What follows belongs to an exercise in optimizing a design on an open flow for small area; a production flow would make more cautious choices. Function was checked by simulation only, so behaviour that the tests miss may differ from the original.

== old ==
==> module FNDCounter, before the edit <==
module FNDCounter(clk, rstn, clksel, ld, ld_val, seg, an);
    input clk;
    input rstn;
    input clksel;
    input ld;            
    input [31:0] ld_val;
    output [6:0] seg;    
    output [7:0] an;     
    reg [31:0] fndcnt;   
    reg [2:0]  fndsel;   
    wire fndovf1, fndovf2, refreshovf;
    Counter24 #(.W(20), .TAP(17), .JBIT(19), .TVAL(20'h71d94), .IVAL(20'h31d94)) fctr1(clk, rstn, fndovf1);
    Counter24 #(.W(19), .TAP(7),  .JBIT(3),  .TVAL(19'h28284), .IVAL(19'h28280)) fctr2(clk, rstn, fndovf2);
    Counter24 #(.W(17), .TAP(14), .JBIT(0),  .TVAL(17'h15c38), .IVAL(17'h05c38)) rctr(clk, rstn, refreshovf);
    BCDDecoder dec(.n(fndcnt), .an(an), .seg(seg));
    wire fndovf = clksel ? fndovf2 : fndovf1;
    assign an = ~(8'b1 << fndsel);
    wire [32:0] carry;
    assign carry[0] = fndovf;
    genvar i;
    generate
        for (i = 0; i < 32; i = i + 1) begin : inc
            assign carry[i+1] = carry[i] & fndcnt[i];
        end
    endgenerate
    always @(posedge clk or negedge rstn) begin
        if (!rstn)
            fndcnt <= 0;
        else
            fndcnt <= ld ? ld_val : (fndcnt ^ carry[31:0]);
    end
    always @(posedge clk or negedge rstn) begin
        if (!rstn)
            fndsel <= 0;
        else if (refreshovf)
            fndsel <= fndsel + 1;
    end
endmodule
clock: 150.0 ns
lec_check: 0
abc_area: 1
cap_margin: 20
core_margin: 2
core_utilization: 40
cts_buf_list: sky130_fd_sc_hd__clkbuf_8
slew_margin: 20
standard.sh (not shown) runs the stock make flow with config.mk's settings and CLKGATE_MAP_FILE= SYNTH_SCRIPT=/design/flow/synth_recipe.tcl, a recipe that flattens the netlist after the stock synthesis.
==> flow/flow/run.sh <==
#!/bin/bash
# Layout flow: the standard flow, except that
#  - synthesis maps the logic with an area-only ABC script (flow/abc_area.script)
#    in place of ORFS's abc_area.script, which sizes cells up for speed, and
#    without mapping adders to sky130 half/full adder cells (ADDER_MAP_FILE empty),
#    so that ABC optimizes that logic with the rest;
#  - ports are buffered with sky130_fd_sc_hd__buf_1;
#  - clock tree synthesis uses clkbuf_8 and adds no dummy loads.
# Synthesis itself is ORFS's (synth_recipe.tcl), so registers keep their names and cells.
set -euo pipefail
W=$(pwd)
rm -rf "$W/scripts_custom"
cp -r "$FLOW_HOME/scripts" "$W/scripts_custom"
cp "$W/flow/abc_area.script" "$W/scripts_custom/abc_area.script"
bash standard.sh synth "SCRIPTS_DIR=$W/scripts_custom" "ADDER_MAP_FILE=" > "$W/synth.log" 2>&1
bash standard.sh finish "BUFFER_PORTS_ARGS=-buffer_cell sky130_fd_sc_hd__buf_1" "CTS_ARGS=-sink_clustering_enable -repair_clock_nets -buf_list sky130_fd_sc_hd__clkbuf_8 -dont_use_dummy_load" > "$W/finish.log" 2>&1
==> flow/flow/abc_area.script <==
strash
dc2
&get -n
&deepsyn -T 30
&put
dc2
dch -f
amap
topo
### old -> new
--- a/flow/design.v
+++ b/flow/design.v
@@ -554,22 +554,22 @@
     Counter24 #(.W(17), .TAP(14), .JBIT(0),  .TVAL(17'h15c38), .IVAL(17'h05c38)) rctr(clk, rstn, refreshovf);
     BCDDecoder dec(.n(fndcnt), .an(an), .seg(seg));
     wire fndovf = clksel ? fndovf2 : fndovf1;
     assign an = ~(8'b1 << fndsel);
     wire [32:0] carry;
-    assign carry[0] = fndovf;
+    assign carry[0] = fndovf & ~ld;
     genvar i;
     generate
         for (i = 0; i < 32; i = i + 1) begin : inc
             assign carry[i+1] = carry[i] & fndcnt[i];
         end
     endgenerate
     always @(posedge clk or negedge rstn) begin
         if (!rstn)
             fndcnt <= 0;
         else
-            fndcnt <= ld ? ld_val : (fndcnt ^ carry[31:0]);
+            fndcnt <= (ld ? ld_val : fndcnt) ^ carry[31:0];
     end
     always @(posedge clk or negedge rstn) begin
         if (!rstn)
             fndsel <= 0;
         else if (refreshovf)
--- outcome ---
From old to new the numbers moved as follows: wire length of the first global-routing pass has decreased; design area shows a reduction of 0.80%; number of max-slew violations in the final report ~0 delta. Relative to old, new improves worst setup slack. In the reports for new and old, the smaller gate count of the mapped netlist belongs to new. In terms of register clock-pin slew on the reported worst setup and hold paths, old and new differ only marginally. Highest-delay cell along the critical path: sky130_fd_sc_hd__o21ai_0 -> new, sky130_fd_sc_hd__nor4_1 -> old. new vs. old: net count after synthesis went down by about 0.7%. For relative area of clock buffers and inverters in the final design, new and old come out practically identical. The area of the placeable core in new sits 510 µm² below the value recorded for old.

-- afterwards: timing with drivers on the ports --
In the flow no input, the clock included, has a driving cell. The finished layouts below were timed again as built, in two steps. Step 1 assumes that a clkbuf_16 drives the clock port and a buf_2 every other input. Step 2 also shifts input and output timing later by t, the mid clock arrival at the registers, as if the neighbouring blocks saw the same clock. Slacks: ideal / step 1 / step 2; pairs: ideal / step 1.
run	t, ns	setup slack, ns	worst setup path at the end	worst data-port slew with drivers (ns)
old	0.408	105.851 / 105.806 / 106.214	register to output	0.04
new	0.384	105.930 / 105.891 / 106.276	register to output	0.04
After both steps setup and hold are still met in every run listed.
